Source: an optimization exercise on an open RTL-to-GDS flow (aim: small area and a short achievable clock period). Production flows keep margins and buffers that such runs may drop. At most, simulation tests tie the RTL to the original design; equivalence was not proved.

==> trial 76 <==
==> flow/design.v (excerpt) <==
module Filter_IIR(Output, Input, clk, reset);
  input clk;
  input reset;
  input [31:0] Input;
  output [31:0] Output;
  reg [22:0] s1_d1, s1_d2;
  reg [22:0] s2_d1, s2_d2;
  reg [22:0] s3_d1, s3_d2;
  wire n0, n1;
  iir_ha un0 (.a(s1_d1[7]), .b(s1_d1[4]), .s(n0), .co(n1));
  wire n2, n3;
  iir_ha un2 (.a(s1_d1[8]), .b(s1_d1[5]), .s(n2), .co(n3));
  wire n4, n5;
  iir_ha un4 (.a(s1_d1[9]), .b(s1_d1[6]), .s(n4), .co(n5));
  wire n6, n7;
  iir_ha un6 (.a(s1_d1[10]), .b(s1_d1[7]), .s(n6), .co(n7));
  wire n8, n9;
  iir_ha un8 (.a(s1_d1[11]), .b(s1_d1[8]), .s(n8), .co(n9));
  wire n10, n11;
  iir_ha un10 (.a(s1_d1[12]), .b(s1_d1[9]), .s(n10), .co(n11));
  wire n12, n13;
  iir_ha un12 (.a(s1_d1[13]), .b(s1_d1[10]), .s(n12), .co(n13));
  wire n14, n15;
  iir_ha un14 (.a(s1_d1[14]), .b(s1_d1[11]), .s(n14), .co(n15));
  wire n16, n17;
  iir_ha un16 (.a(s1_d1[15]), .b(s1_d1[12]), .s(n16), .co(n17));
  wire n18, n19;
  iir_ha un18 (.a(s1_d1[16]), .b(s1_d1[13]), .s(n18), .co(n19));
  wire n20, n21;
  iir_ha un20 (.a(s1_d1[17]), .b(s1_d1[14]), .s(n20), .co(n21));
  wire n22, n23;
  iir_ha un22 (.a(s1_d1[18]), .b(s1_d1[15]), .s(n22), .co(n23));
  wire n24 = s1_d1[22] ^ s1_d1[19];
  wire n25 = s1_d1[22] | s1_d1[19];
  wire n26, n27;
  iir_ha un26 (.a(s1_d1[9]), .b(s1_d1[6]), .s(n26), .co(n27));
  wire n28, n29;
  iir_fa un28 (.a(s1_d1[9]), .b(s1_d1[10]), .c(s1_d1[1]), .s(n28), .co(n29));
  wire n30 = ~n1;
  wire n31, n32;
  iir_fa un31 (.a(s1_d1[11]), .b(s1_d1[2]), .c(n30), .s(n31), .co(n32));
  wire n33 = ~n3;
  wire n34, n35;
  iir_fa un34 (.a(s1_d1[12]), .b(s1_d1[3]), .c(n33), .s(n34), .co(n35));
  wire n36 = ~n5;
  wire n37, n38;
  iir_fa un37 (.a(s1_d1[13]), .b(s1_d1[4]), .c(n36), .s(n37), .co(n38));
  wire n39 = ~n7;
  wire n40, n41;
  ...
export LEC_CHECK = 0
export CAP_MARGIN = 20
export CORE_MARGIN = 2
export CORE_UTILIZATION = 40
export SLEW_MARGIN = 20
export SYNTH_HIERARCHICAL = 1
export SYNTH_MINIMUM_KEEP_SIZE = 0
create_clock -name core_clock -period 40.0 [get_ports {clk}]
standard.sh (not shown) runs the stock make flow with config.mk's settings and CLKGATE_MAP_FILE= SYNTH_SCRIPT=/design/flow/synth_recipe.tcl, a recipe that flattens the netlist after the stock synthesis.
==> flow/flow/run.sh <==
#!/bin/bash
export BUFFER_PORTS_ARGS="-buffer_cell sky130_fd_sc_hd__buf_2"
export SETUP_SLACK_MARGIN=12
bash standard.sh > standard.log 2>&1
==> inputs of trial 43, as changes to trial 76 <==
==> flow/flow/run.sh (replaced) <==
#!/bin/bash
export BUFFER_PORTS_ARGS="-buffer_cell sky130_fd_sc_hd__buf_2"
bash standard.sh > standard.log 2>&1
==> run summary <==
In trial 76 the first-iteration DRC count is higher than in trial 43, by about 3%.
Against trial 43, the global-route usage of trial 76 is higher by 0.74 points.
In flip-flop and latch count, trial 76 and trial 43 do not differ.
Of trial 43 and trial 76, trial 43 has the higher sequential share of layout area (gap 0.90 points).
Of trial 43 and trial 76, trial 76 has the higher maximum frequency (gap about 9%, measured against trial 76).
No functional check of the RTL was part of any run of this note.


==> v24 <==
Another version of the RTL of Filter_IIR (not shown whole).
clock: 40.0 ns
lec_check: 0
cap_margin: 20
core_margin: 2
core_utilization: 40
cts_buf_list: sky130_fd_sc_hd__clkbuf_8
cts_cluster_size: 30
slew_margin: 20
synth_hierarchical: 1
synth_minimum_keep_size: 0
==> flow/flow/run.sh <==
#!/bin/bash
export BUFFER_PORTS_ARGS="-buffer_cell sky130_fd_sc_hd__buf_2"
bash standard.sh > standard.log 2>&1
==> v23: changes against v24 <==
CTS_BUF_LIST = not set   (was sky130_fd_sc_hd__clkbuf_8)
CTS_CLUSTER_SIZE = not set   (was 30)
==> v38: changes against v24 <==
--- a/flow/design.v
+++ b/flow/design.v
@@ -1805,19 +1805,19 @@
   wire n1793 = n1633 ^ n1759;
   wire n1794 = n1634 ^ n1760;
   wire n1795 = n1635 ^ n1761;
   wire n1796 = n1636 ^ n1762;
   wire n1797 = n1637 ^ n1763;
   wire n1798 = n1638 ^ n1764;
   wire n1799 = n1639 ^ n1765;
   wire n1800 = n1582 ^ n1797;
-  wire n1801 = ~(n1582) & n1797;
+  wire n1801 = ~n1582 & n1797;
   wire n1802 = n1583 ^ ~n1798 ^ n1801;
-  wire n1803 = (~(n1583) & ~n1798) | (~(n1583 ^ ~n1798) & n1801);
+  wire n1803 = (~n1583 & ~n1798) | (~(n1583 ^ ~n1798) & n1801);
   wire n1804 = ~n1584 ^ ~n1799 ^ n1803;
   wire n1805 = s1_dd[1] ^ n1562;
   wire n1806 = ~s1_dd[1] & n1562;
   wire n1807 = s1_dd[2] ^ n1563;
   wire n1808 = ~s1_dd[2] & n1563;
   wire n1809 = s1_dd[3] ^ n1564;
   wire n1810 = ~s1_dd[3] & n1564;
   wire n1811 = s1_dd[4] ^ n1565;
@@ -3564,19 +3564,19 @@
   wire n3552 = n3429 ^ n3523;
   wire n3553 = n3430 ^ n3524;
   wire n3554 = n3431 ^ n3525;
   wire n3555 = n3432 ^ n3526;
   wire n3556 = n3433 ^ n3527;
   wire n3557 = n3434 ^ n3528;
   wire n3558 = n3435 ^ n3529;
   wire n3559 = ~n3381 ^ 1'b0;
-  wire n3560 = ~(~n3381) & 1'b0;
+  wire n3560 = ~~n3381 & 1'b0;
   wire n3561 = ~n3382 ^ 1'b0 ^ n3560;
-  wire n3562 = (~(~n3382) & 1'b0) | (~(~n3382 ^ 1'b0) & n3560);
+  wire n3562 = (~~n3382 & 1'b0) | (~(~n3382 ^ 1'b0) & n3560);
   wire n3563 = ~n3383 ^ 1'b0 ^ n3562;
   wire n3564 = n1120 ^ n3361;
   wire n3565 = ~n1120 & n3361;
   wire n3566 = n1122 ^ n3362;
   wire n3567 = ~n1122 & n3362;
   wire n3568 = n1124 ^ n3363;
   wire n3569 = ~n1124 & n3363;
   wire n3570 = n1126 ^ n3364;
==> run summary <==
- v38 finished clean. v23 passed the timing, design-rule and antenna checks. v24 finished clean.
- In final cell count, v23 and v24 hardly differ.
- Die area is the same in v24 and v23.
- In sequential cell count, v24 and v23 do not differ.
- Wire length is the same in v24 and v38.

## separate check: timing with driven ports
In the flow no input, the clock included, has a driving cell. The finished layouts below were timed again as built, in two steps.
Step 1 (the two cells are an assumption about what drives the block):
set clk [get_ports {clk}]
set_driving_cell -lib_cell sky130_fd_sc_hd__clkbuf_16 $clk
set_driving_cell -lib_cell sky130_fd_sc_hd__buf_2 [delete_from_list [all_inputs] $clk]
Step 2 adds t to the input delays and takes it off the output delays; t is the mean of the earliest and latest rising clock arrival at the registers after step 1. Input paths then give back, and output paths get back, about the clock's delay inside the block.
Slacks: ideal / step 1 / step 2; pairs: ideal / step 1.
| run | shift t [ns] | setup WS [ns] | latest minus earliest clock arrival (ns) | worst register clock-pin slew, ns | cell pins on the clock port's net |
|---|---|---|---|---|---|
| trial 76 | 0.547 | 11.482 / 11.433 / 11.433 | 0.014 / 0.014 | 0.07 / 0.07 | 1 |
| trial 43 | 0.545 | 8.533 / 8.470 / 9.015 | 0.013 / 0.012 | 0.07 / 0.07 | 1 |
| v24 | 0.633 | 12.251 / 12.222 / 12.222 | 0.030 / 0.030 | 0.12 / 0.12 | 1 |
| v23 | 0.555 | 12.277 / 12.248 / 12.248 | 0.018 / 0.018 | 0.08 / 0.08 | 1 |
| v38 | 0.633 | 12.251 / 12.222 / 12.222 | 0.030 / 0.030 | 0.12 / 0.12 | 1 |
After both steps setup and hold are still met in every run listed. The setup slack of trial 76, which loses most, moves by -0.049 ns with the drivers and by -0.049 ns with both steps.
